Context: an optimization exercise on an open-source flow, tuned for small area. The choices shown serve that exercise and are no tape-out recipe.
In this exercise RTL edits were held to simulation tests only and were not proved equivalent to the original.
Power figures rest on the tool's default switching activity, not on a simulated workload.

Setup of run 1:
==> flow/design.v (excerpt) <==
module fir_lowpass #(
    parameter DATA_WIDTH = 16
) (
    input signed [DATA_WIDTH-1:0] i2s_data_in,
    output reg signed [(DATA_WIDTH+16)-1:0] i2s_data_out,
    input clk,
    input resetn
);
clock: 8.0 ns
lec_check: 0
cap_margin: 20
core_margin: 2
core_utilization: 60
cts_cluster_diameter: 80
cts_cluster_size: 30
gpl_timing_driven: 0
place_density: 0.7
slew_margin: 20
synth_hierarchical: 1
synth_minimum_keep_size: 0
run.sh (not shown) runs the stock make flow with config.mk's settings and CLKGATE_MAP_FILE= SYNTH_SCRIPT=/design/flow/synth_recipe.tcl, a recipe that flattens the netlist after the stock synthesis.
The flow did not stop early for run 1: all stages ran, and the layout cleared the timing, design-rule and antenna checks.
Inputs modified between run 1 and run 2:
==> flow/flow/run.sh (new file) <==
#!/bin/bash
set -euo pipefail
export CTS_ARGS="-sink_clustering_enable -repair_clock_nets -sink_clustering_size 24 -sink_clustering_max_diameter 60 -dont_use_dummy_load"
bash standard.sh finish > standard.log 2>&1
==> flow/standard.sh (new file) <==
#!/bin/bash
# synth_recipe.tcl (not shown) runs the flow's synth.tcl, then flattens the netlist and writes it again
# the make line also repeats each setting of config.mk as NAME=value (left out here)
make -C /OpenROAD-flow-scripts/flow DESIGN_CONFIG=/design/flow/config.mk WORK_HOME=/design/flow/orfs CLKGATE_MAP_FILE= SYNTH_SCRIPT=/design/flow/synth_recipe.tcl "${@:-finish}"
removed: flow/run.sh
--- outcome ---
- Summary of run 2 over run 1: clock edge transition at the registers on the reported setup and hold paths now sits lower, number of violations reported at the end of detailed-routing iteration 0 shrank by 110, fmax rose by 0.30%.
- Comparing run 2 against run 1, there is no change at all in site row count.
- Looking at run 2 and run 1, the global-route usage over all layers is a wash.
- Comparing run 2 and run 1, the lower worst hold-check slack is on run 2.
- Higher power share of the clock group among run 2 and run 1: run 1
- Number of global-route vias before repair: run 2 vs run 1 — no meaningful difference
Edits applied to the flow inputs when going from run 2 to run 3:
Settings: CORE_UTILIZATION now 70, was 60; PLACE_DENSITY now 0.8, was 0.7.
==> flow/flow/run.sh <==
#!/bin/bash
set -euo pipefail
export CTS_ARGS="-sink_clustering_enable -repair_clock_nets -sink_clustering_size 18 -sink_clustering_max_diameter 55 -dont_use_dummy_load -buf_list sky130_fd_sc_hd__clkbuf_8"
export BUFFER_PORTS_ARGS="-buffer_cell sky130_fd_sc_hd__buf_1"
bash standard.sh REMOVE_ABC_BUFFERS=1 finish > standard.log 2>&1
## What came out
Measured against run 2, the die area of run 3 comes out at 0.860 times the reference value.
Re post-layout minimum cycle time: run 2 and run 3 aren't equal, and the lower value belongs to run 2.
The sum of met3 wire segment lengths after detailed routing in run 3 was higher than what run 2 gave.
Sort run 2 and run 3 by number of clock buffers inserted by TritonCTS, descending, and run 3 comes first.
Setup changes, run 3 to run 4
==> flow/flow/run.sh <==
#!/bin/bash
set -euo pipefail
export CTS_ARGS="-sink_clustering_enable -repair_clock_nets -sink_clustering_size 18 -sink_clustering_max_diameter 55 -dont_use_dummy_load -buf_list sky130_fd_sc_hd__clkbuf_8"
export BUFFER_PORTS_ARGS="-buffer_cell sky130_fd_sc_hd__buf_1"
bash standard.sh finish > standard.log 2>&1
==> notes.md <==
Every stage of the flow completed for run 4, and the final layout passed the timing, design-rule and antenna checks.
NOTE: fraction of the cycle the final worst path needs in run 4 falls short of that of run 3
Power per standard cell area in run 4 vs run 3: down about 0.55%
Run 4 ended up with a lower number of global-route vias before repair than run 3 did.
Between run 3 and run 4, the flow reports wire length on met3 decreasing by a few percent.
Wire length of the first global-routing pass went down slightly going from run 3 to run 4.
Run 4 and run 3 ended up with nearly the same clock network area share.
The area added between synthesis and finish was comparable across run 4 and run 3.
Run 3 has a higher total power after layout than run 4.

--- another note on this design; it stands on its own ---

==> inputs of job 8297 <==
## fir_lowpass
module fir_lowpass #(
    parameter DATA_WIDTH = 16
) (
    input signed [DATA_WIDTH-1:0] i2s_data_in,
    output reg signed [(DATA_WIDTH+16)-1:0] i2s_data_out,
    input clk,
    input resetn
);
Settings: LEC_CHECK=0, CAP_MARGIN=20, CORE_MARGIN=2, CORE_UTILIZATION=60, CTS_CLUSTER_DIAMETER=80, CTS_CLUSTER_SIZE=30, GPL_TIMING_DRIVEN=0, PLACE_DENSITY=0.7, SLEW_MARGIN=20, SYNTH_HIERARCHICAL=1, SYNTH_MINIMUM_KEEP_SIZE=0; clock period 8.0 ns.
standard.sh (not shown) runs the stock make flow with config.mk's settings and CLKGATE_MAP_FILE= SYNTH_SCRIPT=/design/flow/synth_recipe.tcl, a recipe that flattens the netlist after the stock synthesis.
==> flow/flow/run.sh <==
#!/bin/bash
set -euo pipefail
export CTS_ARGS="-sink_clustering_enable -repair_clock_nets -sink_clustering_size 18 -sink_clustering_max_diameter 55 -dont_use_dummy_load -buf_list sky130_fd_sc_hd__clkbuf_8"
export BUFFER_PORTS_ARGS="-buffer_cell sky130_fd_sc_hd__buf_1"
bash standard.sh REMOVE_ABC_BUFFERS=1 finish > standard.log 2>&1
==> inputs of job 7376, as changes to job 8297 <==
==> flow/flow/run.sh (replaced) <==
#!/bin/bash
set -euo pipefail
export CTS_ARGS="-sink_clustering_enable -repair_clock_nets -sink_clustering_size 16 -sink_clustering_max_diameter 50 -dont_use_dummy_load -buf_list sky130_fd_sc_hd__clkbuf_8"
export BUFFER_PORTS_ARGS="-buffer_cell sky130_fd_sc_hd__buf_1"
bash standard.sh finish > standard.log 2>&1
==> notes <==
Between job 8297 and job 7376, the lower clock skew is in job 7376 (gap 0.017 ns). Critical path depth is the same in job 8297 and job 7376. Non-clock buffer count: job 8297 is lower than job 7376 (19). Synthesized cell count is the same in job 7376 and job 8297. Of job 7376 and job 8297, job 8297 has the higher hold slack (gap 0.020 ns). In job 7376 the power is larger than in job 8297, by about 2.4%. In job 7376 the clock power is higher than in job 8297, by about 2%. Maximum frequency: job 7376 is larger than job 8297 (0.28%). Of job 8297 and job 7376, job 7376 has the higher core utilization (gap 0.10 points).
==> figures <==
| item | job 8297 | job 7376 |
|---|---|---|
| Worst Hold End | r3[13] | r1[4] |
| M2 GR Usage | 0.473 | 0.488 |
| Longest individual stage delay on the worst path | 0.71 ns | 0.87 ns |
| Outcome | complete, no violations | complete, no violations |
| Least-Margin Pin Slew | 1.08 ns | 0.930 ns |
| Routed length per instance | 25.4 um | 26.6 um |
| Share of total power in combinational logic | 0.700 | 0.706 |
| Met3 wire length | 4060 um | 4100 um |
| Met3 demand-to-capacity share in global routing | 0.0631 | 0.0637 |
| Overall power consumption | 0.00967 W | 0.00990 W |
| Share of power burned in registers | 0.202 | 0.197 |
| Non-clock buffer count | 57 | 76 |
| Instance count after placement with tap cells included | 2214 | 2239 |
| Final net count | 2551 | 2571 |
| Pin count of the biggest net entering global routing | 39 | 17 |
| Fraction of layout cells with a size suffix above 1 | 0.0360 | 0.0344 |
| HP Start | r2[13] | r0[4] |
| Clock network power share | 0.098 | 0.097 |
| Final cell count without fillers | 2255 | 2275 |

-- re-timing with driven ports --
The results above use ideal ports. As a check the final layouts listed here were re-extracted and re-timed, cells and wires unchanged. Step 1 (the two cells are an assumption about what drives the block):
set clk [get_ports {clk}]
set_driving_cell -lib_cell sky130_fd_sc_hd__clkbuf_16 $clk
set_driving_cell -lib_cell sky130_fd_sc_hd__buf_2 [delete_from_list [all_inputs] $clk]
Step 2 also shifts input and output timing later by t, the mid clock arrival at the registers, as if the neighbouring blocks saw the same clock. a / b / c = no drivers / after step 1 / after step 2; a / b = the first two.
| run | shift t [ns] | slack for setup (ns) | cell pins on the clock port's net |
|---|---|---|---|
| run 1 | 0.599 | 0.236 / 0.236 / 0.236 | 1 |
| run 2 | 0.621 | 0.260 / 0.260 / 0.260 | 1 |
| run 3 | 0.683 | 0.191 / 0.191 / 0.191 | 1 |
| run 4 | 0.680 | 0.209 / 0.209 / 0.209 | 1 |
| job 8297 | 0.623 | 0.230 / 0.230 / 0.230 | 1 |
| job 7376 | 0.639 | 0.251 / 0.251 / 0.251 | 1 |
After both steps setup and hold are still met in every run listed.
